From an optimization exercise on the open Yosys and OpenROAD flow, aimed at small area and a short achievable clock period; shortcuts taken in it are not production practice. The RTL was checked by simulation tests, not by an equivalence proof against the original design.

==> flow/design.v, too long to show whole: its modules and the start of the top module <==
// module VAR_LZC: 137 lines
// module fma: 91 lines
// module fma_s0: 886 lines
// module fma_s1: 1312 lines
// module fma_s2: 40 lines
module fma #(
    parameter       WORDWIDTH = 32,
    parameter       EXPONENTWIDTH = 8,
    parameter       MANTISSAWIDTH = 23
)(
    input wire                   clk_I,
    input wire                   rst_n_I,
    input wire [WORDWIDTH-1:0]   operand_a_I,
    input wire [WORDWIDTH-1:0]   operand_b_I,
    input wire [WORDWIDTH-1:0]   operand_c_I,
    input wire [2:0]             rnd_mode,
    input                        gate,
    output wire [WORDWIDTH-1:0]  result_O,
    output wire                  flag_overflow_O,
    output wire                  flag_underflow_O,
    output wire                  done_valid_O
);
  // ...
==> flow/flow/run.sh <==
#!/bin/bash
# Layout: the standard flow, with timing repair aiming for a setup slack
# of MARGIN ns at the design's clock period (the default aims for 0, which
# this design meets without any repair).
set -euo pipefail
MARGIN=$(cat flow/margin.txt)
bash standard.sh SETUP_SLACK_MARGIN="$MARGIN" finish > standard_flow.log 2>&1
==> flow/flow/margin.txt <==
13
==> flow/standard.sh <==
#!/bin/bash
# synth_recipe.tcl (not shown) runs the flow's synth.tcl, then flattens the netlist and writes it again
# the make line also repeats each setting of config.mk as NAME=value (left out here)
make -C /OpenROAD-flow-scripts/flow DESIGN_CONFIG=/design/flow/config.mk WORK_HOME=/design/flow/orfs CLKGATE_MAP_FILE= SYNTH_SCRIPT=/design/flow/synth_recipe.tcl "${@:-finish}"
==> flow/config.mk <==
export PLATFORM = sky130hd
export DESIGN_NAME = fma
export DESIGN_NICKNAME = fma
export VERILOG_FILES = /design/flow/design.v
export SDC_FILE = /design/flow/constraint.sdc
export NUM_CORES = 4
export LEC_CHECK = 0
export ABC_AREA = 1
export CAP_MARGIN = 20
export CORE_MARGIN = 2
export CORE_UTILIZATION = 40
export SLEW_MARGIN = 20
export SYNTH_HIERARCHICAL = 1
==> flow/constraint.sdc <==
create_clock -name core_clock -period 22.0 [get_ports {clk_I}]
set_input_delay 4.4000 -clock core_clock [delete_from_list [all_inputs] [get_ports {clk_I}]]
set_output_delay 4.4000 -clock core_clock [all_outputs]
set_load 0.01 [all_outputs]
==> run summary, run 1 <==
DR vias/cell = 5.58
Residual DRC = 0
Max H-tree Level = 2
die area = 124000 um^2
status = complete, no violations
final count of pins violating max slew = 0
initial antenna violation count = 9
GRT met1 Usage = 43.7%
Seq cells = 294
largest reg by FF count = r1_q
post-route ant nets = 0
Clock Latency Late Sink = 0.65 ns
Hold Violations, Final = 0
RSZ-0062 raised after global routing = no
hold path start = r2_zero
hold path cells = 2
Largest register FFs = 77
# IOs = 137
Worst path depth = 14
Final Cycle Share = 40.1%
DR WL met3 = 18300 um
GRT overflow = 0
# clk buffers = 49
DP Area = 49900 um^2
Signal inverters = 1284
antenna cells = 1
crit path time final = 8.83 ns
pin count of the biggest net entering global routing = 73
fin nets = 8137
area grow syn2layout = 11.1%
CP max stage delay = 0.56 ns
FF/Latch Area = 6100 um^2
Cell Rows = 127
number of global-route vias before repair = 48000
top sig layer = met5
CP startpoint = operand_b_I[3]
worst-case clock buffer depth = 3
==> module fma, before the edit <==
module fma #(
    parameter       WORDWIDTH = 32,
    parameter       EXPONENTWIDTH = 8,
    parameter       MANTISSAWIDTH = 23
)(
    input wire                   clk_I,
    input wire                   rst_n_I,
    input wire [WORDWIDTH-1:0]   operand_a_I,
    input wire [WORDWIDTH-1:0]   operand_b_I,
    input wire [WORDWIDTH-1:0]   operand_c_I,
    input wire [2:0]             rnd_mode,
    input                        gate,
    output wire [WORDWIDTH-1:0]  result_O,
    output wire                  flag_overflow_O,
    output wire                  flag_underflow_O,
    output wire                  done_valid_O
);
wire [45:0] pp_s_nc;
reg  [45:0] r1_s_nc;
wire [45:0] pp_t_nc;
reg  [45:0] r1_t_nc;
wire [45:0] pp_u_nc;
reg  [45:0] r1_u_nc;
wire [76:0] q_hi;
wire [1:0]  sw_lo;
wire        st_align, eff_sub, sgn_p, sgn_c, nan_any;
wire [9:0]  sw_raw, ep;
wire [7:0]  ec1;
fma_s0 u_s0 (
  .operand_a_I(operand_a_I), .operand_b_I(operand_b_I), .operand_c_I(operand_c_I),
  .pp_s_nc(pp_s_nc), .pp_t_nc(pp_t_nc), .pp_u_nc(pp_u_nc),
  .q_hi(q_hi), .sw_lo(sw_lo), .st_align(st_align), .eff_sub(eff_sub),
  .sgn_p(sgn_p), .sgn_c(sgn_c), .nan_any(nan_any), .sw_raw(sw_raw), .ep(ep), .ec1(ec1)
);
reg [76:0] r1_q;
reg [1:0]  r1_sw_lo;
reg        r1_st, r1_eff_sub, r1_sgn_p, r1_sgn_c, r1_nan;
reg [9:0]  r1_sw, r1_ep;
reg [7:0]  r1_ec1;
reg [2:0]  r1_rnd;
reg        r1_valid, r1_rst;
always @(posedge clk_I) begin
  r1_s_nc <= pp_s_nc; r1_t_nc <= pp_t_nc; r1_u_nc <= pp_u_nc; r1_q <= q_hi;
  r1_sw_lo <= sw_lo;
  r1_st <= st_align; r1_eff_sub <= eff_sub; r1_sgn_p <= sgn_p; r1_sgn_c <= sgn_c;
  r1_nan <= nan_any; r1_sw <= sw_raw; r1_ep <= ep; r1_ec1 <= ec1;
  r1_rnd <= rnd_mode;
end
always @(posedge clk_I or negedge rst_n_I) begin
  if (~rst_n_I) begin
    r1_valid <= 1'b0;
    r1_rst   <= 1'b1;
  end else begin
    r1_valid <= ~gate;
    r1_rst   <= 1'b0;
  end
end
wire [30:0] em_i;
wire [2:0]  ab_i;
wire        rs_i, ovf_i, sgn_r;
fma_s1 u_s1 (
  .r1_s_nc(r1_s_nc), .r1_t_nc(r1_t_nc), .r1_u_nc(r1_u_nc), .r1_q(r1_q), .r1_sw_lo(r1_sw_lo),
  .r1_st(r1_st), .r1_eff_sub(r1_eff_sub), .r1_sgn_p(r1_sgn_p), .r1_sgn_c(r1_sgn_c),
  .r1_sw(r1_sw), .r1_ep(r1_ep), .r1_ec1(r1_ec1), .r1_rnd(r1_rnd),
  .em_i(em_i), .ab_i(ab_i), .rs_i(rs_i), .ovf_i(ovf_i), .sgn_r(sgn_r)
);
reg [30:0] r2_em;
reg [2:0]  r2_ab;    
reg        r2_rs, r2_ovf, r2_sgn, r2_zero, r2_valid;
always @(posedge clk_I or negedge rst_n_I) begin
  if (~rst_n_I) begin
    r2_em <= {8'd1, 23'd0}; r2_ab <= 3'd0; r2_rs <= 1'b0; r2_ovf <= 1'b0;
    r2_sgn <= 1'b0; r2_zero <= 1'b1;
  end else if (r1_rst) begin
    r2_em <= 31'd0; r2_ab <= 3'd0; r2_rs <= 1'b0; r2_ovf <= 1'b0;
    r2_sgn <= 1'b0; r2_zero <= 1'b0;
  end else if (r1_valid) begin
    r2_em <= em_i; r2_ab <= ab_i; r2_rs <= rs_i; r2_ovf <= ovf_i;
    r2_sgn <= sgn_r; r2_zero <= r1_nan;
  end
end
always @(posedge clk_I or negedge rst_n_I) begin
  if (~rst_n_I) r2_valid <= 1'b0;
  else          r2_valid <= r1_valid;
end
fma_s2 u_s2 (
  .r2_em(r2_em), .r2_ab(r2_ab), .r2_rs(r2_rs), .r2_ovf(r2_ovf), .r2_sgn(r2_sgn), .r2_zero(r2_zero),
  .result_O(result_O), .flag_overflow_O(flag_overflow_O), .flag_underflow_O(flag_underflow_O)
);
assign done_valid_O = r2_valid;
endmodule
==> run 2: changes to the inputs <==
--- a/flow/design.v
+++ b/flow/design.v
@@ -156,10 +156,7 @@
 );
-wire [45:0] pp_s_nc;
-reg  [45:0] r1_s_nc;
-wire [45:0] pp_t_nc;
-reg  [45:0] r1_t_nc;
-wire [45:0] pp_u_nc;
-reg  [45:0] r1_u_nc;
+wire [46:0] pp_s_nc;
+reg  [46:0] r1_s_nc;
+wire [48:0] pp_t_nc;
+reg  [48:0] r1_t_nc;
 wire [76:0] q_hi;
-wire [1:0]  sw_lo;
 wire        st_align, eff_sub, sgn_p, sgn_c, nan_any;
@@ -169,4 +166,4 @@
   .operand_a_I(operand_a_I), .operand_b_I(operand_b_I), .operand_c_I(operand_c_I),
-  .pp_s_nc(pp_s_nc), .pp_t_nc(pp_t_nc), .pp_u_nc(pp_u_nc),
-  .q_hi(q_hi), .sw_lo(sw_lo), .st_align(st_align), .eff_sub(eff_sub),
+  .pp_s_nc(pp_s_nc), .pp_t_nc(pp_t_nc),
+  .q_hi(q_hi), .st_align(st_align), .eff_sub(eff_sub),
   .sgn_p(sgn_p), .sgn_c(sgn_c), .nan_any(nan_any), .sw_raw(sw_raw), .ep(ep), .ec1(ec1)
@@ -174,3 +171,2 @@
 reg [76:0] r1_q;
-reg [1:0]  r1_sw_lo;
 reg        r1_st, r1_eff_sub, r1_sgn_p, r1_sgn_c, r1_nan;
@@ -181,4 +177,3 @@
 always @(posedge clk_I) begin
-  r1_s_nc <= pp_s_nc; r1_t_nc <= pp_t_nc; r1_u_nc <= pp_u_nc; r1_q <= q_hi;
-  r1_sw_lo <= sw_lo;
+  r1_s_nc <= pp_s_nc; r1_t_nc <= pp_t_nc; r1_q <= q_hi;
   r1_st <= st_align; r1_eff_sub <= eff_sub; r1_sgn_p <= sgn_p; r1_sgn_c <= sgn_c;
@@ -200,3 +195,3 @@
 fma_s1 u_s1 (
-  .r1_s_nc(r1_s_nc), .r1_t_nc(r1_t_nc), .r1_u_nc(r1_u_nc), .r1_q(r1_q), .r1_sw_lo(r1_sw_lo),
+  .r1_s_nc(r1_s_nc), .r1_t_nc(r1_t_nc), .r1_q(r1_q),
   .r1_st(r1_st), .r1_eff_sub(r1_eff_sub), .r1_sgn_p(r1_sgn_p), .r1_sgn_c(r1_sgn_c),
@@ -234,7 +229,5 @@
     input wire [31:0] operand_c_I,
-    output wire [45:0] pp_s_nc,
-    output wire [45:0] pp_t_nc,
-    output wire [45:0] pp_u_nc,
+    output wire [46:0] pp_s_nc,
+    output wire [48:0] pp_t_nc,
     output wire [76:0] q_hi,
-    output wire [1:0]  sw_lo,
     output wire        st_align,
@@ -299,7 +292,6 @@
 wire [24:0]  c_op  = eff_sub ? (~{1'b0, sig_c} + 25'd1) : {1'b0, sig_c};
-wire [4:0]   sw_hi = sh_none ? 5'd0 : (sw_f[6:2] | {5{sh_big}});
-assign sw_lo = sh_none ? 2'd0 : (sw_f[1:0] | {2{sh_big}});
-wire [100:0] c_sh  = $signed({c_op, 76'b0}) >>> {sw_hi, 2'b00};
+wire [6:0]   sw_c  = sh_none ? 7'd0 : (sw_f[6:0] | {7{sh_big}});
+wire [100:0] c_sh  = $signed({c_op, 76'b0}) >>> sw_c;
 assign q_hi = c_sh[100:24];
-wire [77:0] pp_s, pp_t, pp_u;
+wire [77:0] pp_s, pp_t;
   wire [26:0] m_bx = {2'b00, sig_b, 1'b0};
@@ -327,3 +319,3 @@
   wire [23:0] m_r12 = sig_a & {24{m_one[12]}};
-  wire m_n1, m_n2, m_n3, m_n4, m_n5, m_n6, m_n7, m_n8, m_n9, m_n10, m_n11, m_n12, m_n13, m_n14, m_n15, m_n16, m_n17, m_n18, m_n19, m_n20, m_n21, m_n22, m_n23, m_n24, m_n25, m_n26, m_n27, m_n28, m_n29, m_n30, m_n31, m_n32, m_n33, m_n34, m_n35, m_n36, m_n37, m_n38, m_n39, m_n40, m_n41, m_n42, m_n43, m_n44, m_n45, m_n46, m_n47, m_n48, m_n49, m_n50, m_n51, m_n52, m_n53, m_n54, m_n55, m_n56, m_n57, m_n58, m_n59, m_n60, m_n61, m_n62, m_n63, m_n64, m_n65, m_n66, m_n67, m_n68, m_n69, m_n70, m_n71, m_n72, m_n73, m_n74, m_n75, m_n76, m_n77, m_n78, m_n79, m_n80, m_n81, m_n82, m_n83, m_n84, m_n85, m_n86, m_n87, m_n88, m_n89, m_n90, m_n91, m_n92, m_n93, m_n94, m_n95, m_n96, m_n97, m_n98, m_n99, m_n100, m_n101, m_n102, m_n103, m_n104, m_n105, m_n106, m_n107, m_n108, m_n109, m_n110, m_n111, m_n112, m_n113, m_n114, m_n115, m_n116, m_n117, m_n118, m_n119, m_n120, m_n121, m_n122, m_n123, m_n124, m_n125, m_n126, m_n127, m_n128, m_n129, m_n130, m_n131, m_n132, m_n133, m_n134, m_n135, m_n136, m_n137, m_n138, m_n139, m_n140, m_n141, m_n142, m_n143, m_n144, m_n145, m_n146, m_n147, m_n148, m_n149, m_n150, m_n151, m_n152, m_n153, m_n154, m_n155, m_n156, m_n157, m_n158, m_n159, m_n160, m_n161, m_n162, m_n163, m_n164, m_n165, m_n166, m_n167, m_n168, m_n169, m_n170, m_n171, m_n172, m_n173, m_n174, m_n175, m_n176, m_n177, m_n178, m_n179, m_n180, m_n181, m_n182, m_n183, m_n184, m_n185, m_n186, m_n187, m_n188, m_n189, m_n190, m_n191, m_n192, m_n193, m_n194, m_n195, m_n196, m_n197, m_n198, m_n199, m_n200, m_n201, m_n202, m_n203, m_n204, m_n205, m_n206, m_n207, m_n208, m_n209, m_n210, m_n211, m_n212, m_n213, m_n214, m_n215, m_n216, m_n217, m_n218, m_n219, m_n220, m_n221, m_n222, m_n223, m_n224, m_n225, m_n226, m_n227, m_n228, m_n229, m_n230, m_n231, m_n232, m_n233, m_n234, m_n235, m_n236, m_n237, m_n238, m_n239, m_n240, m_n241, m_n242, m_n243, m_n244, m_n245, m_n246, m_n247, m_n248, m_n249, m_n250, m_n251, m_n252, m_n253, m_n254, m_n255, m_n256, m_n257, m_n258, m_n259, m_n260, m_n261, m_n262, m_n263, m_n264, m_n265, m_n266, m_n267, m_n268, m_n269, m_n270, m_n271, m_n272, m_n273, m_n274, m_n275, m_n276, m_n277, m_n278, m_n279, m_n280, m_n281, m_n282, m_n283, m_n284, m_n285, m_n286, m_n287, m_n288, m_n289, m_n290, m_n291, m_n292, m_n293, m_n294, m_n295, m_n296, m_n297, m_n298, m_n299, m_n300, m_n301, m_n302, m_n303, m_n304, m_n305, m_n306, m_n307, m_n308, m_n309, m_n310, m_n311, m_n312, m_n313, m_n314, m_n315, m_n316, m_n317, m_n318, m_n319, m_n320, m_n321, m_n322, m_n323, m_n324, m_n325, m_n326, m_n327, m_n328, m_n329, m_n330, m_n331, m_n332, m_n333, m_n334, m_n335, m_n336, m_n337, m_n338, m_n339, m_n340, m_n341, m_n342, m_n343, m_n344, m_n345, m_n346, m_n347, m_n348, m_n349, m_n350, m_n351, m_n352, m_n353, m_n354, m_n355, m_n356, m_n357, m_n358, m_n359, m_n360, m_n361, m_n362, m_n363, m_n364, m_n365, m_n366, m_n367, m_n368, m_n369, m_n370, m_n371, m_n372, m_n373, m_n374, m_n375, m_n376, m_n377, m_n378, m_n379, m_n380, m_n381, m_n382, m_n383, m_n384, m_n385, m_n386, m_n387, m_n388, m_n389, m_n390, m_n391, m_n392, m_n393, m_n394, m_n395, m_n396, m_n397, m_n398, m_n399, m_n400, m_n401, m_n402, m_n403, m_n404, m_n405, m_n406, m_n407, m_n408, m_n409, m_n410, m_n411, m_n412, m_n413, m_n414, m_n415, m_n416, m_n417, m_n418, m_n419, m_n420, m_n421, m_n422, m_n423, m_n424, m_n425, m_n426, m_n427, m_n428, m_n429, m_n430, m_n431, m_n432, m_n433, m_n434, m_n435, m_n436, m_n437, m_n438, m_n439, m_n440, m_n441, m_n442, m_n443, m_n444, m_n445, m_n446, m_n447, m_n448, m_n449, m_n450, m_n451, m_n452, m_n453, m_n454, m_n455, m_n456, m_n457, m_n458, m_n459, m_n460, m_n461, m_n462, m_n463, m_n464, m_n465, m_n466, m_n467, m_n468, m_n469, m_n470, m_n471, m_n472, m_n473, m_n474, m_n475, m_n476, m_n477, m_n478, m_n479, m_n480, m_n481, m_n482, m_n483, m_n484, m_n485, m_n486, m_n487, m_n488, m_n489, m_n490, m_n491, m_n492, m_n493, m_n494, m_n495, m_n496, m_n497, m_n498, m_n499, m_n500, m_n501, m_n502, m_n503, m_n504, m_n505, m_n506, m_n507, m_n508, m_n509, m_n510, m_n511, m_n512, m_n513, m_n514, m_n515, m_n516, m_n517, m_n518, m_n519, m_n520, m_n521, m_n522, m_n523, m_n524, m_n525, m_n526, m_n527, m_n528, m_n529, m_n530, m_n531, m_n532, m_n533, m_n534, m_n535, m_n536, m_n537, m_n538, m_n539, m_n540, m_n541, m_n542, m_n543, m_n544, m_n545, m_n546, m_n547, m_n548, m_n549, m_n550;
+  wire m_n1, m_n2, m_n3, m_n4, m_n5, m_n6, m_n7, m_n8, m_n9, m_n10, m_n11, m_n12, m_n13, m_n14, m_n15, m_n16, m_n17, m_n18, m_n19, m_n20, m_n21, m_n22, m_n23, m_n24, m_n25, m_n26, m_n27, m_n28, m_n29, m_n30, m_n31, m_n32, m_n33, m_n34, m_n35, m_n36, m_n37, m_n38, m_n39, m_n40, m_n41, m_n42, m_n43, m_n44, m_n45, m_n46, m_n47, m_n48, m_n49, m_n50, m_n51, m_n52, m_n53, m_n54, m_n55, m_n56, m_n57, m_n58, m_n59, m_n60, m_n61, m_n62, m_n63, m_n64, m_n65, m_n66, m_n67, m_n68, m_n69, m_n70, m_n71, m_n72, m_n73, m_n74, m_n75, m_n76, m_n77, m_n78, m_n79, m_n80, m_n81, m_n82, m_n83, m_n84, m_n85, m_n86, m_n87, m_n88, m_n89, m_n90, m_n91, m_n92, m_n93, m_n94, m_n95, m_n96, m_n97, m_n98, m_n99, m_n100, m_n101, m_n102, m_n103, m_n104, m_n105, m_n106, m_n107, m_n108, m_n109, m_n110, m_n111, m_n112, m_n113, m_n114, m_n115, m_n116, m_n117, m_n118, m_n119, m_n120, m_n121, m_n122, m_n123, m_n124, m_n125, m_n126, m_n127, m_n128, m_n129, m_n130, m_n131, m_n132, m_n133, m_n134, m_n135, m_n136, m_n137, m_n138, m_n139, m_n140, m_n141, m_n142, m_n143, m_n144, m_n145, m_n146, m_n147, m_n148, m_n149, m_n150, m_n151, m_n152, m_n153, m_n154, m_n155, m_n156, m_n157, m_n158, m_n159, m_n160, m_n161, m_n162, m_n163, m_n164, m_n165, m_n166, m_n167, m_n168, m_n169, m_n170, m_n171, m_n172, m_n173, m_n174, m_n175, m_n176, m_n177, m_n178, m_n179, m_n180, m_n181, m_n182, m_n183, m_n184, m_n185, m_n186, m_n187, m_n188, m_n189, m_n190, m_n191, m_n192, m_n193, m_n194, m_n195, m_n196, m_n197, m_n198, m_n199, m_n200, m_n201, m_n202, m_n203, m_n204, m_n205, m_n206, m_n207, m_n208, m_n209, m_n210, m_n211, m_n212, m_n213, m_n214, m_n215, m_n216, m_n217, m_n218, m_n219, m_n220, m_n221, m_n222, m_n223, m_n224, m_n225, m_n226, m_n227, m_n228, m_n229, m_n230, m_n231, m_n232, m_n233, m_n234, m_n235, m_n236, m_n237, m_n238, m_n239, m_n240, m_n241, m_n242, m_n243, m_n244, m_n245, m_n246, m_n247, m_n248, m_n249, m_n250, m_n251, m_n252, m_n253, m_n254, m_n255, m_n256, m_n257, m_n258, m_n259, m_n260, m_n261, m_n262, m_n263, m_n264, m_n265, m_n266, m_n267, m_n268, m_n269, m_n270, m_n271, m_n272, m_n273, m_n274, m_n275, m_n276, m_n277, m_n278, m_n279, m_n280, m_n281, m_n282, m_n283, m_n284, m_n285, m_n286, m_n287, m_n288, m_n289, m_n290, m_n291, m_n292, m_n293, m_n294, m_n295, m_n296, m_n297, m_n298, m_n299, m_n300, m_n301, m_n302, m_n303, m_n304, m_n305, m_n306, m_n307, m_n308, m_n309, m_n310, m_n311, m_n312, m_n313, m_n314, m_n315, m_n316, m_n317, m_n318, m_n319, m_n320, m_n321, m_n322, m_n323, m_n324, m_n325, m_n326, m_n327, m_n328, m_n329, m_n330, m_n331, m_n332, m_n333, m_n334, m_n335, m_n336, m_n337, m_n338, m_n339, m_n340, m_n341, m_n342, m_n343, m_n344, m_n345, m_n346, m_n347, m_n348, m_n349, m_n350, m_n351, m_n352, m_n353, m_n354, m_n355, m_n356, m_n357, m_n358, m_n359, m_n360, m_n361, m_n362, m_n363, m_n364, m_n365, m_n366, m_n367, m_n368, m_n369, m_n370, m_n371, m_n372, m_n373, m_n374, m_n375, m_n376, m_n377, m_n378, m_n379, m_n380, m_n381, m_n382, m_n383, m_n384, m_n385, m_n386, m_n387, m_n388, m_n389, m_n390, m_n391, m_n392, m_n393, m_n394, m_n395, m_n396, m_n397, m_n398, m_n399, m_n400, m_n401, m_n402, m_n403, m_n404, m_n405, m_n406, m_n407, m_n408, m_n409, m_n410, m_n411, m_n412, m_n413, m_n414, m_n415, m_n416, m_n417, m_n418, m_n419, m_n420, m_n421, m_n422, m_n423, m_n424, m_n425, m_n426, m_n427, m_n428, m_n429, m_n430, m_n431, m_n432, m_n433, m_n434, m_n435, m_n436, m_n437, m_n438, m_n439, m_n440, m_n441, m_n442, m_n443, m_n444, m_n445, m_n446, m_n447, m_n448, m_n449, m_n450, m_n451, m_n452, m_n453, m_n454, m_n455, m_n456, m_n457, m_n458, m_n459, m_n460, m_n461, m_n462, m_n463, m_n464, m_n465, m_n466, m_n467, m_n468, m_n469, m_n470, m_n471, m_n472, m_n473, m_n474, m_n475, m_n476, m_n477, m_n478, m_n479, m_n480, m_n481, m_n482, m_n483, m_n484, m_n485, m_n486, m_n487, m_n488, m_n489, m_n490, m_n491, m_n492, m_n493, m_n494, m_n495, m_n496, m_n497, m_n498, m_n499, m_n500, m_n501, m_n502, m_n503, m_n504, m_n505, m_n506, m_n507, m_n508, m_n509, m_n510, m_n511, m_n512, m_n513, m_n514, m_n515, m_n516, m_n517, m_n518, m_n519, m_n520, m_n521, m_n522, m_n523, m_n524, m_n525, m_n526, m_n527, m_n528, m_n529, m_n530, m_n531, m_n532, m_n533, m_n534, m_n535, m_n536, m_n537, m_n538, m_n539, m_n540, m_n541, m_n542, m_n543, m_n544, m_n545, m_n546, m_n547, m_n548, m_n549, m_n550, m_n551, m_n552, m_n553, m_n554, m_n555, m_n556, m_n557, m_n558, m_n559, m_n560, m_n561, m_n562, m_n563, m_n564, m_n565, m_n566, m_n567, m_n568, m_n569, m_n570, m_n571, m_n572, m_n573, m_n574, m_n575, m_n576, m_n577, m_n578, m_n579, m_n580, m_n581, m_n582, m_n583, m_n584, m_n585, m_n586, m_n587, m_n588, m_n589, m_n590, m_n591, m_n592, m_n593, m_n594, m_n595, m_n596, m_n597, m_n598, m_n599, m_n600, m_n601, m_n602, m_n603, m_n604, m_n605, m_n606, m_n607, m_n608, m_n609, m_n610, m_n611, m_n612, m_n613, m_n614, m_n615, m_n616, m_n617, m_n618, m_n619, m_n620, m_n621, m_n622, m_n623, m_n624, m_n625, m_n626, m_n627, m_n628, m_n629, m_n630, m_n631, m_n632, m_n633, m_n634, m_n635, m_n636, m_n637, m_n638, m_n639, m_n640, m_n641, m_n642, m_n643, m_n644, m_n645, m_n646;
   assign m_n1 = m_r0[22] ^ m_r1[20];
@@ -878,246 +870,261 @@
   assign m_n550 = m_r11[24] & m_r12[22];
+  assign m_n551 = m_r0[0] ^ m_neg[0];
+  assign m_n552 = m_r0[0] & m_neg[0];
+  assign m_n553 = m_r0[1] ^ 1'b1;
+  assign m_n554 = m_r0[1] & 1'b1;
+  assign m_n555 = m_neg[1] ^ 1'b1 ^ m_n461;
+  assign m_n556 = (m_neg[1] & 1'b1) | (m_neg[1] & m_n461) | (1'b1 & m_n461);
+  assign m_n557 = 1'b1 ^ m_n463 ^ m_n462;
+  assign m_n558 = (1'b1 & m_n463) | (1'b1 & m_n462) | (m_n463 & m_n462);
+  assign m_n559 = m_n305 ^ m_n465 ^ m_n464;
+  assign m_n560 = (m_n305 & m_n465) | (m_n305 & m_n464) | (m_n465 & m_n464);
+  assign m_n561 = m_n306 ^ m_n467 ^ m_n466;
+  assign m_n562 = (m_n306 & m_n467) | (m_n306 & m_n466) | (m_n467 & m_n466);
+  assign m_n563 = m_n308 ^ m_n469 ^ m_n468;
+  assign m_n564 = (m_n308 & m_n469) | (m_n308 & m_n468) | (m_n469 & m_n468);
+  assign m_n565 = m_n312 ^ m_n471 ^ m_n470;
+  assign m_n566 = (m_n312 & m_n471) | (m_n312 & m_n470) | (m_n471 & m_n470);
+  assign m_n567 = m_n316 ^ m_n473 ^ m_n472;
+  assign m_n568 = (m_n316 & m_n473) | (m_n316 & m_n472) | (m_n473 & m_n472);
+  assign m_n569 = m_n320 ^ m_n475 ^ m_n474;
+  assign m_n570 = (m_n320 & m_n475) | (m_n320 & m_n474) | (m_n475 & m_n474);
+  assign m_n571 = m_n324 ^ m_n477 ^ m_n476;
+  assign m_n572 = (m_n324 & m_n477) | (m_n324 & m_n476) | (m_n477 & m_n476);
+  assign m_n573 = m_n328 ^ m_n479 ^ m_n478;
+  assign m_n574 = (m_n328 & m_n479) | (m_n328 & m_n478) | (m_n479 & m_n478);
+  assign m_n575 = m_n332 ^ m_n481 ^ m_n480;
+  assign m_n576 = (m_n332 & m_n481) | (m_n332 & m_n480) | (m_n481 & m_n480);
+  assign m_n577 = m_n336 ^ m_n483 ^ m_n482;
+  assign m_n578 = (m_n336 & m_n483) | (m_n336 & m_n482) | (m_n483 & m_n482);
+  assign m_n579 = m_n340 ^ m_n485 ^ m_n484;
+  assign m_n580 = (m_n340 & m_n485) | (m_n340 & m_n484) | (m_n485 & m_n484);
+  assign m_n581 = m_n344 ^ m_n487 ^ m_n486;
+  assign m_n582 = (m_n344 & m_n487) | (m_n344 & m_n486) | (m_n487 & m_n486);
+  assign m_n583 = m_n348 ^ m_n489 ^ m_n488;
+  assign m_n584 = (m_n348 & m_n489) | (m_n348 & m_n488) | (m_n489 & m_n488);
+  assign m_n585 = m_n352 ^ m_n491 ^ m_n490;
+  assign m_n586 = (m_n352 & m_n491) | (m_n352 & m_n490) | (m_n491 & m_n490);
+  assign m_n587 = m_n356 ^ m_n493 ^ m_n492;
+  assign m_n588 = (m_n356 & m_n493) | (m_n356 & m_n492) | (m_n493 & m_n492);
+  assign m_n589 = m_n360 ^ m_n495 ^ m_n494;
+  assign m_n590 = (m_n360 & m_n495) | (m_n360 & m_n494) | (m_n495 & m_n494);
+  assign m_n591 = m_n364 ^ m_n497 ^ m_n496;
+  assign m_n592 = (m_n364 & m_n497) | (m_n364 & m_n496) | (m_n497 & m_n496);
+  assign m_n593 = m_n368 ^ m_n499 ^ m_n498;
+  assign m_n594 = (m_n368 & m_n499) | (m_n368 & m_n498) | (m_n499 & m_n498);
+  assign m_n595 = m_n372 ^ m_n501 ^ m_n500;
+  assign m_n596 = (m_n372 & m_n501) | (m_n372 & m_n500) | (m_n501 & m_n500);
+  assign m_n597 = m_n376 ^ m_n503 ^ m_n502;
+  assign m_n598 = (m_n376 & m_n503) | (m_n376 & m_n502) | (m_n503 & m_n502);
+  assign m_n599 = m_n380 ^ m_n505 ^ m_n504;
+  assign m_n600 = (m_n380 & m_n505) | (m_n380 & m_n504) | (m_n505 & m_n504);
+  assign m_n601 = m_n384 ^ m_n507 ^ m_n506;
+  assign m_n602 = (m_n384 & m_n507) | (m_n384 & m_n506) | (m_n507 & m_n506);
+  assign m_n603 = m_n388 ^ m_n509 ^ m_n508;
+  assign m_n604 = (m_n388 & m_n509) | (m_n388 & m_n508) | (m_n509 & m_n508);
+  assign m_n605 = m_n392 ^ m_n511 ^ m_n510;
+  assign m_n606 = (m_n392 & m_n511) | (m_n392 & m_n510) | (m_n511 & m_n510);
+  assign m_n607 = m_n396 ^ m_n513 ^ m_n512;
+  assign m_n608 = (m_n396 & m_n513) | (m_n396 & m_n512) | (m_n513 & m_n512);
+  assign m_n609 = m_n400 ^ m_n515 ^ m_n514;
+  assign m_n610 = (m_n400 & m_n515) | (m_n400 & m_n514) | (m_n515 & m_n514);
+  assign m_n611 = m_n404 ^ m_n517 ^ m_n516;
+  assign m_n612 = (m_n404 & m_n517) | (m_n404 & m_n516) | (m_n517 & m_n516);
+  assign m_n613 = m_n408 ^ m_n519 ^ m_n518;
+  assign m_n614 = (m_n408 & m_n519) | (m_n408 & m_n518) | (m_n519 & m_n518);
+  assign m_n615 = m_n412 ^ m_n521 ^ m_n520;
+  assign m_n616 = (m_n412 & m_n521) | (m_n412 & m_n520) | (m_n521 & m_n520);
+  assign m_n617 = m_n416 ^ m_n523 ^ m_n522;
+  assign m_n618 = (m_n416 & m_n523) | (m_n416 & m_n522) | (m_n523 & m_n522);
+  assign m_n619 = m_n420 ^ m_n525 ^ m_n524;
+  assign m_n620 = (m_n420 & m_n525) | (m_n420 & m_n524) | (m_n525 & m_n524);
+  assign m_n621 = m_n424 ^ m_n527 ^ m_n526;
+  assign m_n622 = (m_n424 & m_n527) | (m_n424 & m_n526) | (m_n527 & m_n526);
+  assign m_n623 = m_n428 ^ m_n529 ^ m_n528;
+  assign m_n624 = (m_n428 & m_n529) | (m_n428 & m_n528) | (m_n529 & m_n528);
+  assign m_n625 = m_n432 ^ m_n531 ^ m_n530;
+  assign m_n626 = (m_n432 & m_n531) | (m_n432 & m_n530) | (m_n531 & m_n530);
+  assign m_n627 = m_n436 ^ m_n533 ^ m_n532;
+  assign m_n628 = (m_n436 & m_n533) | (m_n436 & m_n532) | (m_n533 & m_n532);
+  assign m_n629 = m_n440 ^ m_n535 ^ m_n534;
+  assign m_n630 = (m_n440 & m_n535) | (m_n440 & m_n534) | (m_n535 & m_n534);
+  assign m_n631 = m_n444 ^ m_n537 ^ m_n536;
+  assign m_n632 = (m_n444 & m_n537) | (m_n444 & m_n536) | (m_n537 & m_n536);
+  assign m_n633 = m_n448 ^ m_n539 ^ m_n538;
+  assign m_n634 = (m_n448 & m_n539) | (m_n448 & m_n538) | (m_n539 & m_n538);
+  assign m_n635 = m_n452 ^ m_n541 ^ m_n540;
+  assign m_n636 = (m_n452 & m_n541) | (m_n452 & m_n540) | (m_n541 & m_n540);
+  assign m_n637 = m_n456 ^ m_n543 ^ m_n542;
+  assign m_n638 = (m_n456 & m_n543) | (m_n456 & m_n542) | (m_n543 & m_n542);
+  assign m_n639 = m_n458 ^ m_n545 ^ m_n544;
+  assign m_n640 = (m_n458 & m_n545) | (m_n458 & m_n544) | (m_n545 & m_n544);
+  assign m_n641 = m_n460 ^ m_n547 ^ m_n546;
+  assign m_n642 = (m_n460 & m_n547) | (m_n460 & m_n546) | (m_n547 & m_n546);
+  assign m_n643 = 1'b1 ^ m_n549 ^ m_n548;
+  assign m_n644 = (1'b1 & m_n549) | (1'b1 & m_n548) | (m_n549 & m_n548);
+  assign m_n645 = ~m_neg[11] ^ m_r12[23] ^ m_n550;
+  assign m_n646 = (~m_neg[11] & m_r12[23]) | (~m_neg[11] & m_n550) | (m_r12[23] & m_n550);
   assign pp_s[0] = 1'b1;
   assign pp_t[0] = 1'b0;
-  assign pp_u[0] = 1'b0;
   assign pp_s[1] = 1'b1;
   assign pp_t[1] = 1'b0;
-  assign pp_u[1] = 1'b0;
-  assign pp_s[2] = m_r0[0];
-  assign pp_t[2] = m_neg[0];
-  assign pp_u[2] = 1'b1;
-  assign pp_s[3] = m_r0[1];
-  assign pp_t[3] = 1'b1;
-  assign pp_u[3] = 1'b0;
-  assign pp_s[4] = m_neg[1];
-  assign pp_t[4] = 1'b1;
-  assign pp_u[4] = m_n461;
-  assign pp_s[5] = 1'b1;
-  assign pp_t[5] = m_n463;
-  assign pp_u[5] = m_n462;
-  assign pp_s[6] = m_n305;
-  assign pp_t[6] = m_n465;
-  assign pp_u[6] = m_n464;
-  assign pp_s[7] = m_n306;
-  assign pp_t[7] = m_n467;
-  assign pp_u[7] = m_n466;
-  assign pp_s[8] = m_n308;
-  assign pp_t[8] = m_n469;
-  assign pp_u[8] = m_n468;
-  assign pp_s[9] = m_n312;
-  assign pp_t[9] = m_n471;
-  assign pp_u[9] = m_n470;
-  assign pp_s[10] = m_n316;
-  assign pp_t[10] = m_n473;
-  assign pp_u[10] = m_n472;
-  assign pp_s[11] = m_n320;
-  assign pp_t[11] = m_n475;
-  assign pp_u[11] = m_n474;
-  assign pp_s[12] = m_n324;
-  assign pp_t[12] = m_n477;
-  assign pp_u[12] = m_n476;
-  assign pp_s[13] = m_n328;
-  assign pp_t[13] = m_n479;
-  assign pp_u[13] = m_n478;
-  assign pp_s[14] = m_n332;
-  assign pp_t[14] = m_n481;
-  assign pp_u[14] = m_n480;
-  assign pp_s[15] = m_n336;
-  assign pp_t[15] = m_n483;
-  assign pp_u[15] = m_n482;
-  assign pp_s[16] = m_n340;
-  assign pp_t[16] = m_n485;
-  assign pp_u[16] = m_n484;
-  assign pp_s[17] = m_n344;
-  assign pp_t[17] = m_n487;
-  assign pp_u[17] = m_n486;
-  assign pp_s[18] = m_n348;
-  assign pp_t[18] = m_n489;
-  assign pp_u[18] = m_n488;
-  assign pp_s[19] = m_n352;
-  assign pp_t[19] = m_n491;
-  assign pp_u[19] = m_n490;
-  assign pp_s[20] = m_n356;
-  assign pp_t[20] = m_n493;
-  assign pp_u[20] = m_n492;
-  assign pp_s[21] = m_n360;
-  assign pp_t[21] = m_n495;
-  assign pp_u[21] = m_n494;
-  assign pp_s[22] = m_n364;
-  assign pp_t[22] = m_n497;
-  assign pp_u[22] = m_n496;
-  assign pp_s[23] = m_n368;
-  assign pp_t[23] = m_n499;
-  assign pp_u[23] = m_n498;
-  assign pp_s[24] = m_n372;
-  assign pp_t[24] = m_n501;
-  assign pp_u[24] = m_n500;
-  assign pp_s[25] = m_n376;
-  assign pp_t[25] = m_n503;
-  assign pp_u[25] = m_n502;
-  assign pp_s[26] = m_n380;
-  assign pp_t[26] = m_n505;
-  assign pp_u[26] = m_n504;
-  assign pp_s[27] = m_n384;
-  assign pp_t[27] = m_n507;
-  assign pp_u[27] = m_n506;
-  assign pp_s[28] = m_n388;
-  assign pp_t[28] = m_n509;
-  assign pp_u[28] = m_n508;
-  assign pp_s[29] = m_n392;
-  assign pp_t[29] = m_n511;
-  assign pp_u[29] = m_n510;
-  assign pp_s[30] = m_n396;
-  assign pp_t[30] = m_n513;
-  assign pp_u[30] = m_n512;
-  assign pp_s[31] = m_n400;
-  assign pp_t[31] = m_n515;
-  assign pp_u[31] = m_n514;
-  assign pp_s[32] = m_n404;
-  assign pp_t[32] = m_n517;
-  assign pp_u[32] = m_n516;
-  assign pp_s[33] = m_n408;
-  assign pp_t[33] = m_n519;
-  assign pp_u[33] = m_n518;
-  assign pp_s[34] = m_n412;
-  assign pp_t[34] = m_n521;
-  assign pp_u[34] = m_n520;
-  assign pp_s[35] = m_n416;
-  assign pp_t[35] = m_n523;
-  assign pp_u[35] = m_n522;
-  assign pp_s[36] = m_n420;
-  assign pp_t[36] = m_n525;
-  assign pp_u[36] = m_n524;
-  assign pp_s[37] = m_n424;
-  assign pp_t[37] = m_n527;
-  assign pp_u[37] = m_n526;
-  assign pp_s[38] = m_n428;
-  assign pp_t[38] = m_n529;
-  assign pp_u[38] = m_n528;
-  assign pp_s[39] = m_n432;
-  assign pp_t[39] = m_n531;
-  assign pp_u[39] = m_n530;
-  assign pp_s[40] = m_n436;
-  assign pp_t[40] = m_n533;
-  assign pp_u[40] = m_n532;
-  assign pp_s[41] = m_n440;
-  assign pp_t[41] = m_n535;
-  assign pp_u[41] = m_n534;
-  assign pp_s[42] = m_n444;
-  assign pp_t[42] = m_n537;
-  assign pp_u[42] = m_n536;
-  assign pp_s[43] = m_n448;
-  assign pp_t[43] = m_n539;
-  assign pp_u[43] = m_n538;
-  assign pp_s[44] = m_n452;
-  assign pp_t[44] = m_n541;
-  assign pp_u[44] = m_n540;
-  assign pp_s[45] = m_n456;
-  assign pp_t[45] = m_n543;
-  assign pp_u[45] = m_n542;
-  assign pp_s[46] = m_n458;
-  assign pp_t[46] = m_n545;
-  assign pp_u[46] = m_n544;
-  assign pp_s[47] = m_n460;
-  assign pp_t[47] = m_n547;
-  assign pp_u[47] = m_n546;
-  assign pp_s[48] = 1'b1;
-  assign pp_t[48] = m_n549;
-  assign pp_u[48] = m_n548;
-  assign pp_s[49] = ~m_neg[11];
-  assign pp_t[49] = m_r12[23];
-  assign pp_u[49] = m_n550;
+  assign pp_s[2] = 1'b1;
+  assign pp_t[2] = m_n551;
+  assign pp_s[3] = m_n553;
+  assign pp_t[3] = m_n552;
+  assign pp_s[4] = m_n555;
+  assign pp_t[4] = m_n554;
+  assign pp_s[5] = m_n557;
+  assign pp_t[5] = m_n556;
+  assign pp_s[6] = m_n559;
+  assign pp_t[6] = m_n558;
+  assign pp_s[7] = m_n561;
+  assign pp_t[7] = m_n560;
+  assign pp_s[8] = m_n563;
+  assign pp_t[8] = m_n562;
+  assign pp_s[9] = m_n565;
+  assign pp_t[9] = m_n564;
+  assign pp_s[10] = m_n567;
+  assign pp_t[10] = m_n566;
+  assign pp_s[11] = m_n569;
+  assign pp_t[11] = m_n568;
+  assign pp_s[12] = m_n571;
+  assign pp_t[12] = m_n570;
+  assign pp_s[13] = m_n573;
+  assign pp_t[13] = m_n572;
+  assign pp_s[14] = m_n575;
+  assign pp_t[14] = m_n574;
+  assign pp_s[15] = m_n577;
+  assign pp_t[15] = m_n576;
+  assign pp_s[16] = m_n579;
+  assign pp_t[16] = m_n578;
+  assign pp_s[17] = m_n581;
+  assign pp_t[17] = m_n580;
+  assign pp_s[18] = m_n583;
+  assign pp_t[18] = m_n582;
+  assign pp_s[19] = m_n585;
+  assign pp_t[19] = m_n584;
+  assign pp_s[20] = m_n587;
+  assign pp_t[20] = m_n586;
+  assign pp_s[21] = m_n589;
+  assign pp_t[21] = m_n588;
+  assign pp_s[22] = m_n591;
+  assign pp_t[22] = m_n590;
+  assign pp_s[23] = m_n593;
+  assign pp_t[23] = m_n592;
+  assign pp_s[24] = m_n595;
+  assign pp_t[24] = m_n594;
+  assign pp_s[25] = m_n597;
+  assign pp_t[25] = m_n596;
+  assign pp_s[26] = m_n599;
+  assign pp_t[26] = m_n598;
+  assign pp_s[27] = m_n601;
+  assign pp_t[27] = m_n600;
+  assign pp_s[28] = m_n603;
+  assign pp_t[28] = m_n602;
+  assign pp_s[29] = m_n605;
+  assign pp_t[29] = m_n604;
+  assign pp_s[30] = m_n607;
+  assign pp_t[30] = m_n606;
+  assign pp_s[31] = m_n609;
+  assign pp_t[31] = m_n608;
+  assign pp_s[32] = m_n611;
+  assign pp_t[32] = m_n610;
+  assign pp_s[33] = m_n613;
+  assign pp_t[33] = m_n612;
+  assign pp_s[34] = m_n615;
+  assign pp_t[34] = m_n614;
+  assign pp_s[35] = m_n617;
+  assign pp_t[35] = m_n616;
+  assign pp_s[36] = m_n619;
+  assign pp_t[36] = m_n618;
+  assign pp_s[37] = m_n621;
+  assign pp_t[37] = m_n620;
+  assign pp_s[38] = m_n623;
+  assign pp_t[38] = m_n622;
+  assign pp_s[39] = m_n625;
+  assign pp_t[39] = m_n624;
+  assign pp_s[40] = m_n627;
+  assign pp_t[40] = m_n626;
+  assign pp_s[41] = m_n629;
+  assign pp_t[41] = m_n628;
+  assign pp_s[42] = m_n631;
+  assign pp_t[42] = m_n630;
+  assign pp_s[43] = m_n633;
+  assign pp_t[43] = m_n632;
+  assign pp_s[44] = m_n635;
+  assign pp_t[44] = m_n634;
+  assign pp_s[45] = m_n637;
+  assign pp_t[45] = m_n636;
+  assign pp_s[46] = m_n639;
+  assign pp_t[46] = m_n638;
+  assign pp_s[47] = m_n641;
+  assign pp_t[47] = m_n640;
+  assign pp_s[48] = m_n643;
+  assign pp_t[48] = m_n642;
+  assign pp_s[49] = m_n645;
+  assign pp_t[49] = m_n644;
   assign pp_s[50] = 1'b1;
-  assign pp_t[50] = 1'b0;
-  assign pp_u[50] = 1'b0;
+  assign pp_t[50] = m_n646;
   assign pp_s[51] = 1'b1;
   assign pp_t[51] = 1'b0;
-  assign pp_u[51] = 1'b0;
   assign pp_s[52] = 1'b1;
   assign pp_t[52] = 1'b0;
-  assign pp_u[52] = 1'b0;
   assign pp_s[53] = 1'b1;
   assign pp_t[53] = 1'b0;
-  assign pp_u[53] = 1'b0;
   assign pp_s[54] = 1'b1;
   assign pp_t[54] = 1'b0;
-  assign pp_u[54] = 1'b0;
   assign pp_s[55] = 1'b1;
   assign pp_t[55] = 1'b0;
-  assign pp_u[55] = 1'b0;
   assign pp_s[56] = 1'b1;
   assign pp_t[56] = 1'b0;
-  assign pp_u[56] = 1'b0;
   assign pp_s[57] = 1'b1;
   assign pp_t[57] = 1'b0;
-  assign pp_u[57] = 1'b0;
   assign pp_s[58] = 1'b1;
   assign pp_t[58] = 1'b0;
-  assign pp_u[58] = 1'b0;
   assign pp_s[59] = 1'b1;
   assign pp_t[59] = 1'b0;
-  assign pp_u[59] = 1'b0;
   assign pp_s[60] = 1'b1;
   assign pp_t[60] = 1'b0;
-  assign pp_u[60] = 1'b0;
   assign pp_s[61] = 1'b1;
   assign pp_t[61] = 1'b0;
-  assign pp_u[61] = 1'b0;
   assign pp_s[62] = 1'b1;
   assign pp_t[62] = 1'b0;
-  assign pp_u[62] = 1'b0;
   assign pp_s[63] = 1'b1;
   assign pp_t[63] = 1'b0;
-  assign pp_u[63] = 1'b0;
   assign pp_s[64] = 1'b1;
   assign pp_t[64] = 1'b0;
-  assign pp_u[64] = 1'b0;
   assign pp_s[65] = 1'b1;
   assign pp_t[65] = 1'b0;
-  assign pp_u[65] = 1'b0;
   assign pp_s[66] = 1'b1;
   assign pp_t[66] = 1'b0;
-  assign pp_u[66] = 1'b0;
   assign pp_s[67] = 1'b1;
   assign pp_t[67] = 1'b0;
-  assign pp_u[67] = 1'b0;
   assign pp_s[68] = 1'b1;
   assign pp_t[68] = 1'b0;
-  assign pp_u[68] = 1'b0;
   assign pp_s[69] = 1'b1;
   assign pp_t[69] = 1'b0;
-  assign pp_u[69] = 1'b0;
   assign pp_s[70] = 1'b1;
   assign pp_t[70] = 1'b0;
-  assign pp_u[70] = 1'b0;
   assign pp_s[71] = 1'b1;
   assign pp_t[71] = 1'b0;
-  assign pp_u[71] = 1'b0;
   assign pp_s[72] = 1'b1;
   assign pp_t[72] = 1'b0;
-  assign pp_u[72] = 1'b0;
   assign pp_s[73] = 1'b1;
   assign pp_t[73] = 1'b0;
-  assign pp_u[73] = 1'b0;
   assign pp_s[74] = 1'b1;
   assign pp_t[74] = 1'b0;
-  assign pp_u[74] = 1'b0;
   assign pp_s[75] = 1'b1;
   assign pp_t[75] = 1'b0;
-  assign pp_u[75] = 1'b0;
   assign pp_s[76] = 1'b1;
   assign pp_t[76] = 1'b0;
-  assign pp_u[76] = 1'b0;
   assign pp_s[77] = 1'b1;
   assign pp_t[77] = 1'b0;
-  assign pp_u[77] = 1'b0;
-assign pp_s_nc = {pp_s[49], pp_s[47], pp_s[46], pp_s[45], pp_s[44], pp_s[43], pp_s[42], pp_s[41], pp_s[40], pp_s[39], pp_s[38], pp_s[37], pp_s[36], pp_s[35], pp_s[34], pp_s[33], pp_s[32], pp_s[31], pp_s[30], pp_s[29], pp_s[28], pp_s[27], pp_s[26], pp_s[25], pp_s[24], pp_s[23], pp_s[22], pp_s[21], pp_s[20], pp_s[19], pp_s[18], pp_s[17], pp_s[16], pp_s[15], pp_s[14], pp_s[13], pp_s[12], pp_s[11], pp_s[10], pp_s[9], pp_s[8], pp_s[7], pp_s[6], pp_s[4], pp_s[3], pp_s[2]};
-assign pp_t_nc = {pp_t[49], pp_t[48], pp_t[47], pp_t[46], pp_t[45], pp_t[44], pp_t[43], pp_t[42], pp_t[41], pp_t[40], pp_t[39], pp_t[38], pp_t[37], pp_t[36], pp_t[35], pp_t[34], pp_t[33], pp_t[32], pp_t[31], pp_t[30], pp_t[29], pp_t[28], pp_t[27], pp_t[26], pp_t[25], pp_t[24], pp_t[23], pp_t[22], pp_t[21], pp_t[20], pp_t[19], pp_t[18], pp_t[17], pp_t[16], pp_t[15], pp_t[14], pp_t[13], pp_t[12], pp_t[11], pp_t[10], pp_t[9], pp_t[8], pp_t[7], pp_t[6], pp_t[5], pp_t[2]};
-assign pp_u_nc = {pp_u[49], pp_u[48], pp_u[47], pp_u[46], pp_u[45], pp_u[44], pp_u[43], pp_u[42], pp_u[41], pp_u[40], pp_u[39], pp_u[38], pp_u[37], pp_u[36], pp_u[35], pp_u[34], pp_u[33], pp_u[32], pp_u[31], pp_u[30], pp_u[29], pp_u[28], pp_u[27], pp_u[26], pp_u[25], pp_u[24], pp_u[23], pp_u[22], pp_u[21], pp_u[20], pp_u[19], pp_u[18], pp_u[17], pp_u[16], pp_u[15], pp_u[14], pp_u[13], pp_u[12], pp_u[11], pp_u[10], pp_u[9], pp_u[8], pp_u[7], pp_u[6], pp_u[5], pp_u[4]};
+assign pp_s_nc = {pp_s[49], pp_s[48], pp_s[47], pp_s[46], pp_s[45], pp_s[44], pp_s[43], pp_s[42], pp_s[41], pp_s[40], pp_s[39], pp_s[38], pp_s[37], pp_s[36], pp_s[35], pp_s[34], pp_s[33], pp_s[32], pp_s[31], pp_s[30], pp_s[29], pp_s[28], pp_s[27], pp_s[26], pp_s[25], pp_s[24], pp_s[23], pp_s[22], pp_s[21], pp_s[20], pp_s[19], pp_s[18], pp_s[17], pp_s[16], pp_s[15], pp_s[14], pp_s[13], pp_s[12], pp_s[11], pp_s[10], pp_s[9], pp_s[8], pp_s[7], pp_s[6], pp_s[5], pp_s[4], pp_s[3]};
+assign pp_t_nc = {pp_t[50], pp_t[49], pp_t[48], pp_t[47], pp_t[46], pp_t[45], pp_t[44], pp_t[43], pp_t[42], pp_t[41], pp_t[40], pp_t[39], pp_t[38], pp_t[37], pp_t[36], pp_t[35], pp_t[34], pp_t[33], pp_t[32], pp_t[31], pp_t[30], pp_t[29], pp_t[28], pp_t[27], pp_t[26], pp_t[25], pp_t[24], pp_t[23], pp_t[22], pp_t[21], pp_t[20], pp_t[19], pp_t[18], pp_t[17], pp_t[16], pp_t[15], pp_t[14], pp_t[13], pp_t[12], pp_t[11], pp_t[10], pp_t[9], pp_t[8], pp_t[7], pp_t[6], pp_t[5], pp_t[4], pp_t[3], pp_t[2]};
 endmodule
 module fma_s1 (
-    input wire [45:0] r1_s_nc,
-    input wire [45:0] r1_t_nc,
-    input wire [45:0] r1_u_nc,
+    input wire [46:0] r1_s_nc,
+    input wire [48:0] r1_t_nc,
     input wire [76:0]  r1_q,
-    input wire [1:0]   r1_sw_lo,
     input wire         r1_st,
@@ -1142,5 +1149,4 @@
 genvar gk;
-wire [77:0] r1_s = {1'b1, 1'b1, 1'b1, 1'b1, 1'b1, 1'b1, 1'b1, 1'b1, 1'b1, 1'b1, 1'b1, 1'b1, 1'b1, 1'b1, 1'b1, 1'b1, 1'b1, 1'b1, 1'b1, 1'b1, 1'b1, 1'b1, 1'b1, 1'b1, 1'b1, 1'b1, 1'b1, 1'b1, r1_s_nc[45], 1'b1, r1_s_nc[44], r1_s_nc[43], r1_s_nc[42], r1_s_nc[41], r1_s_nc[40], r1_s_nc[39], r1_s_nc[38], r1_s_nc[37], r1_s_nc[36], r1_s_nc[35], r1_s_nc[34], r1_s_nc[33], r1_s_nc[32], r1_s_nc[31], r1_s_nc[30], r1_s_nc[29], r1_s_nc[28], r1_s_nc[27], r1_s_nc[26], r1_s_nc[25], r1_s_nc[24], r1_s_nc[23], r1_s_nc[22], r1_s_nc[21], r1_s_nc[20], r1_s_nc[19], r1_s_nc[18], r1_s_nc[17], r1_s_nc[16], r1_s_nc[15], r1_s_nc[14], r1_s_nc[13], r1_s_nc[12], r1_s_nc[11], r1_s_nc[10], r1_s_nc[9], r1_s_nc[8], r1_s_nc[7], r1_s_nc[6], r1_s_nc[5], r1_s_nc[4], r1_s_nc[3], 1'b1, r1_s_nc[2], r1_s_nc[1], r1_s_nc[0], 1'b1, 1'b1};
-wire [77:0] r1_t = {1'b0, 1'b0, 1'b0, 1'b0, 1'b0, 1'b0, 1'b0, 1'b0, 1'b0, 1'b0, 1'b0, 1'b0, 1'b0, 1'b0, 1'b0, 1'b0, 1'b0, 1'b0, 1'b0, 1'b0, 1'b0, 1'b0, 1'b0, 1'b0, 1'b0, 1'b0, 1'b0, 1'b0, r1_t_nc[45], r1_t_nc[44], r1_t_nc[43], r1_t_nc[42], r1_t_nc[41], r1_t_nc[40], r1_t_nc[39], r1_t_nc[38], r1_t_nc[37], r1_t_nc[36], r1_t_nc[35], r1_t_nc[34], r1_t_nc[33], r1_t_nc[32], r1_t_nc[31], r1_t_nc[30], r1_t_nc[29], r1_t_nc[28], r1_t_nc[27], r1_t_nc[26], r1_t_nc[25], r1_t_nc[24], r1_t_nc[23], r1_t_nc[22], r1_t_nc[21], r1_t_nc[20], r1_t_nc[19], r1_t_nc[18], r1_t_nc[17], r1_t_nc[16], r1_t_nc[15], r1_t_nc[14], r1_t_nc[13], r1_t_nc[12], r1_t_nc[11], r1_t_nc[10], r1_t_nc[9], r1_t_nc[8], r1_t_nc[7], r1_t_nc[6], r1_t_nc[5], r1_t_nc[4], r1_t_nc[3], r1_t_nc[2], r1_t_nc[1], 1'b1, 1'b1, r1_t_nc[0], 1'b0, 1'b0};
-wire [77:0] r1_u = {1'b0, 1'b0, 1'b0, 1'b0, 1'b0, 1'b0, 1'b0, 1'b0, 1'b0, 1'b0, 1'b0, 1'b0, 1'b0, 1'b0, 1'b0, 1'b0, 1'b0, 1'b0, 1'b0, 1'b0, 1'b0, 1'b0, 1'b0, 1'b0, 1'b0, 1'b0, 1'b0, 1'b0, r1_u_nc[45], r1_u_nc[44], r1_u_nc[43], r1_u_nc[42], r1_u_nc[41], r1_u_nc[40], r1_u_nc[39], r1_u_nc[38], r1_u_nc[37], r1_u_nc[36], r1_u_nc[35], r1_u_nc[34], r1_u_nc[33], r1_u_nc[32], r1_u_nc[31], r1_u_nc[30], r1_u_nc[29], r1_u_nc[28], r1_u_nc[27], r1_u_nc[26], r1_u_nc[25], r1_u_nc[24], r1_u_nc[23], r1_u_nc[22], r1_u_nc[21], r1_u_nc[20], r1_u_nc[19], r1_u_nc[18], r1_u_nc[17], r1_u_nc[16], r1_u_nc[15], r1_u_nc[14], r1_u_nc[13], r1_u_nc[12], r1_u_nc[11], r1_u_nc[10], r1_u_nc[9], r1_u_nc[8], r1_u_nc[7], r1_u_nc[6], r1_u_nc[5], r1_u_nc[4], r1_u_nc[3], r1_u_nc[2], r1_u_nc[1], r1_u_nc[0], 1'b0, 1'b1, 1'b0, 1'b0};
+wire [77:0] r1_s = {1'b1, 1'b1, 1'b1, 1'b1, 1'b1, 1'b1, 1'b1, 1'b1, 1'b1, 1'b1, 1'b1, 1'b1, 1'b1, 1'b1, 1'b1, 1'b1, 1'b1, 1'b1, 1'b1, 1'b1, 1'b1, 1'b1, 1'b1, 1'b1, 1'b1, 1'b1, 1'b1, 1'b1, r1_s_nc[46], r1_s_nc[45], r1_s_nc[44], r1_s_nc[43], r1_s_nc[42], r1_s_nc[41], r1_s_nc[40], r1_s_nc[39], r1_s_nc[38], r1_s_nc[37], r1_s_nc[36], r1_s_nc[35], r1_s_nc[34], r1_s_nc[33], r1_s_nc[32], r1_s_nc[31], r1_s_nc[30], r1_s_nc[29], r1_s_nc[28], r1_s_nc[27], r1_s_nc[26], r1_s_nc[25], r1_s_nc[24], r1_s_nc[23], r1_s_nc[22], r1_s_nc[21], r1_s_nc[20], r1_s_nc[19], r1_s_nc[18], r1_s_nc[17], r1_s_nc[16], r1_s_nc[15], r1_s_nc[14], r1_s_nc[13], r1_s_nc[12], r1_s_nc[11], r1_s_nc[10], r1_s_nc[9], r1_s_nc[8], r1_s_nc[7], r1_s_nc[6], r1_s_nc[5], r1_s_nc[4], r1_s_nc[3], r1_s_nc[2], r1_s_nc[1], r1_s_nc[0], 1'b1, 1'b1, 1'b1};
+wire [77:0] r1_t = {1'b0, 1'b0, 1'b0, 1'b0, 1'b0, 1'b0, 1'b0, 1'b0, 1'b0, 1'b0, 1'b0, 1'b0, 1'b0, 1'b0, 1'b0, 1'b0, 1'b0, 1'b0, 1'b0, 1'b0, 1'b0, 1'b0, 1'b0, 1'b0, 1'b0, 1'b0, 1'b0, r1_t_nc[48], r1_t_nc[47], r1_t_nc[46], r1_t_nc[45], r1_t_nc[44], r1_t_nc[43], r1_t_nc[42], r1_t_nc[41], r1_t_nc[40], r1_t_nc[39], r1_t_nc[38], r1_t_nc[37], r1_t_nc[36], r1_t_nc[35], r1_t_nc[34], r1_t_nc[33], r1_t_nc[32], r1_t_nc[31], r1_t_nc[30], r1_t_nc[29], r1_t_nc[28], r1_t_nc[27], r1_t_nc[26], r1_t_nc[25], r1_t_nc[24], r1_t_nc[23], r1_t_nc[22], r1_t_nc[21], r1_t_nc[20], r1_t_nc[19], r1_t_nc[18], r1_t_nc[17], r1_t_nc[16], r1_t_nc[15], r1_t_nc[14], r1_t_nc[13], r1_t_nc[12], r1_t_nc[11], r1_t_nc[10], r1_t_nc[9], r1_t_nc[8], r1_t_nc[7], r1_t_nc[6], r1_t_nc[5], r1_t_nc[4], r1_t_nc[3], r1_t_nc[2], r1_t_nc[1], r1_t_nc[0], 1'b0, 1'b0};
 wire signed [9:0] sw1 = r1_sw;
@@ -1156,8 +1162,5 @@
 end endgenerate
-wire [76:0] q_sh  = $signed(r1_q) >>> r1_sw_lo;
-wire [77:0] q_add = {q_sh[76], q_sh};
-wire [77:0] c1_u = r1_s ^ r1_t ^ r1_u;
-wire [77:0] c1_v = {(r1_s[76:0] & r1_t[76:0]) | (r1_s[76:0] & r1_u[76:0]) | (r1_t[76:0] & r1_u[76:0]), 1'b0};
-wire [77:0] csa_u = c1_u ^ c1_v ^ q_add;
-wire [77:0] csa_v = {(c1_u[76:0] & c1_v[76:0]) | (c1_u[76:0] & q_add[76:0]) | (c1_v[76:0] & q_add[76:0]), 1'b0};
+wire [77:0] q_add = {r1_q[76], r1_q};
+wire [77:0] csa_u = r1_s ^ r1_t ^ q_add;
+wire [77:0] csa_v = {(r1_s[76:0] & r1_t[76:0]) | (r1_s[76:0] & q_add[76:0]) | (r1_t[76:0] & q_add[76:0]), 1'b0};
 wire [77:0] x_m1, x_0;
--- a/flow/config.mk
+++ b/flow/config.mk
@@ -12,2 +12 @@
 export SLEW_MARGIN = 20
-export SYNTH_HIERARCHICAL = 1
==> run summary, run 2 <==
Hold WC Path Type = reg2reg
Post-CTS Hold Buffers = 0
registers with the most flip-flops = r1_q x77, r1_t_nc x49, r1_s_nc x47
top post-synthesis cells by area = fa_1, nand2_1, dfxtp_1
Die W = 332 um
GRT overflow = 0 (unchanged)
final count of pins violating max slew = 0 (unchanged)
# clock sinks = 250
Hold Violations, Final = 0 (unchanged)
post-synthesis cell type count = 72
Largest register FFs = 77 (unchanged)
worst path required time = 22.45 ns
largest reg by FF count = r1_q
IO Port Bufs = 136
DR iter-0 viols = 5829
DR vias/cell = 5.72 (+2.4%)
CP arrival = 9.39 ns
Cell Rows = 120 (-5.5%)
Clock Latency Late Sink = 0.60 ns (-0.05 ns)
routability cong. = 1.10
FF/Latch Area = 5240 um^2 (-14%)
core footprint = 107000 um^2
Residual DRC = 0 (unchanged)
gr usage total = 33.9%
total routed wirelength = 194000 um
gate count of the mapped netlist = 6617
Worst Setup Start Kind = primary input
Crit Path Category = in2reg
Setup Viol. Count Final = 0
maxcap violations = 0
crit path time final = 8.94 ns (+0.112 ns)
# IOs = 137 (unchanged)
number of global-route vias before repair = 43200 (-9.9%)
Max H-tree Level = 1 (-1)
CP Max Fanout = 12
asr flop ratio synth = 16.4%
EDFF count, synth = 0
FF+latch count, synth = 250
CTS clk-pin slew, worst paths = 0.06 ns
most common cell in the netlist = nand2_1
area grow syn2layout = 12.7%
CP Capture Type = flip-flop
commonest non-fill, non-tap cell in the layout = nand2_1
wire per inst = 24.0 um
via count = 46300
Final Cycle Share = 40.7% (+0.51 points)
worst-case clock buffer depth = 3 (unchanged)
first-pass GRT wire length = 283000 um
Achievable Freq = 0.112 GHz
initial antenna violation count = 2 (-7)
most frequent cells after synthesis = nand2_1, inv_1, nor2_1
syn nets = 7292
post-route ant nets = 0 (unchanged)
routed wl met2 = 83600 um
Slew @ Worst Pin = 1.22 ns
dpl hpwl = 153000 um
prevailing post-synth register cell = dfxtp_1
clk root buf = clkbuf_16
CTS tree = done
TritonRoute pass-1 iters = 10
Syn Area/Cell = 6.49 um^2
Rel. slew slack = 18.0%
top sig layer = met4
Setup TNS Final = 0 ns
area of the multi-input gates = 33400 um^2
status = complete, no violations
sequential area share after synthesis = 12.1%
top cell type's share of synthesized area = 16.4%
Starting Density = 40.2%
leading area contributor after synthesis = fa_1
# fillers = 11200
leading cell types in the layout, fill and taps excluded = nand2_1, inv_1, nor2_1
RSZ-0062 raised after global routing = yes
wl on met1 = 83100 um
fin nets = 7345 (-9.7%)
yosys warns = 2
Cell Area, Synth = 42900 um^2
die height = 332 um
pin count of the biggest net entering global routing = 81 (+11%)
DR WL met3 = 16000 um (-12%)
die area = 110000 um^2 (-11%)
Final Skew = 0.0160 ns
layout cell share with drive strength beyond 1 = 9.16%
Inserted Clock Buffers = 30
-- run 2: logic make-up after synthesis --
family,Yosys count,share of synthesized area [%]
adders and majority gates,573,22.9
and+or+nand+nor,2921,29.5
xor gates and xnor gates,409,8.35
other,1,0.00874
buffers and inverters,1373,12.4
muxes,14,0.329
DFF,250,12.1
AOI/OAI and AO/OA,1076,14.5
-- run 2: metal layers --
metal,global-route usage [%],up-vias
li1,-,21400
met1,46.5,22100
met2,52.7,2428
met3,4.74,463
met4,15.9,0
met5,0,-
-- run 2: per-stage QoR --
| step | area (um^2) | util [%] | std cells | hold slack [ns] | worst slack, ns |
|---|---|---|---|---|---|
| global placement | 45600 | 42.7 | 7954 | 0.376 | 9.90 |
| CTS | 47400 | 44.4 | 8052 | 0.394 | 12.99 |
| floorplan | 43100 | - | 6617 | 0.355 | 13.00 |
| global route | 48400 | 45.3 | 8096 | 0.397 | 12.90 |
| detailed placement | 45600 | 42.7 | 7954 | 0.381 | 9.80 |
| finish | 48400 | 45.3 | 8097 | 0.390 | 13.06 |
-- run 2: final timing paths --
path | depth (start not counted) | to | from | slack (ns)
setup / recovery | 10 | r1_s_nc[27] | operand_a_I[20] | 13.06
hold / removal | 0 | r2_valid | r1_valid | 0.39
setup reg to reg | 50 | r2_rs | r1_q[11] | 13.38
hold reg to reg | 0 | r2_valid | r1_valid | 0.39
max in group asynchronous | 1 | r2_valid | rst_n_I | 17.47
min in group asynchronous | 1 | r2_em[14] | rst_n_I | 3.93
-- run 2: cell type report --
cell class	instances	share of cell area (%)
antenna	1	0.00518
clock buffer	42	1.90
clock inverter	13	0.339
inverter	1094	8.83
multi-input combinational	5005	69.1
sequential	250	10.8
tap	1403	3.63
timing repair buffer	282	5.28
timing repair inverter	7	0.0957
-- run 2: what timing repair did --
item,in CTS,in global routing
gates resized for setup,150,251
pin swaps,18,51
setup endpoints to repair,155,148
cloned,12,9
buffers inserted,31,35
-- run 2: worst max-delay path, stage by stage --
cell,delay (ns)
clkdlybuf4s50_1,0.91
clkinvlp_2,0.98
o22ai_1,0.45
xor2_1,0.20
fa_1,0.44
ha_1,0.35
fa_1,0.52
fa_1,0.54
inv_1,0.06
fa_1,0.53

what the ideal ports hide:
Ports are ideal in the flow. The routed layouts listed here were re-timed in OpenROAD.
Step 1, drivers: a clkbuf_16 drives clk_I and a buf_2 each remaining input, both assumed.
Step 2, shift: input delay + t, output delay - t, t = (earliest + latest rising clock arrival at the registers) / 2. This alone moves slack from input paths to output paths.
Slacks: ideal / step 1 / step 2; pairs: ideal / step 1.
| run | t, ns | setup slack, ns | hold slack, ns | worst data-port slew with drivers (ns) |
|---|---|---|---|---|
| run 1 | 0.692 | 13.169 / 13.227 / 12.535 | 0.461 / 0.461 / 0.461 | 0.06 |
| run 2 | 0.667 | 13.057 / 13.094 / 12.428 | 0.390 / 0.390 / 0.390 | 0.08 |
After both steps setup and hold are still met in every run listed. The setup slack of run 1, which loses most, moves by +0.058 ns with the drivers and by -0.634 ns with both steps.
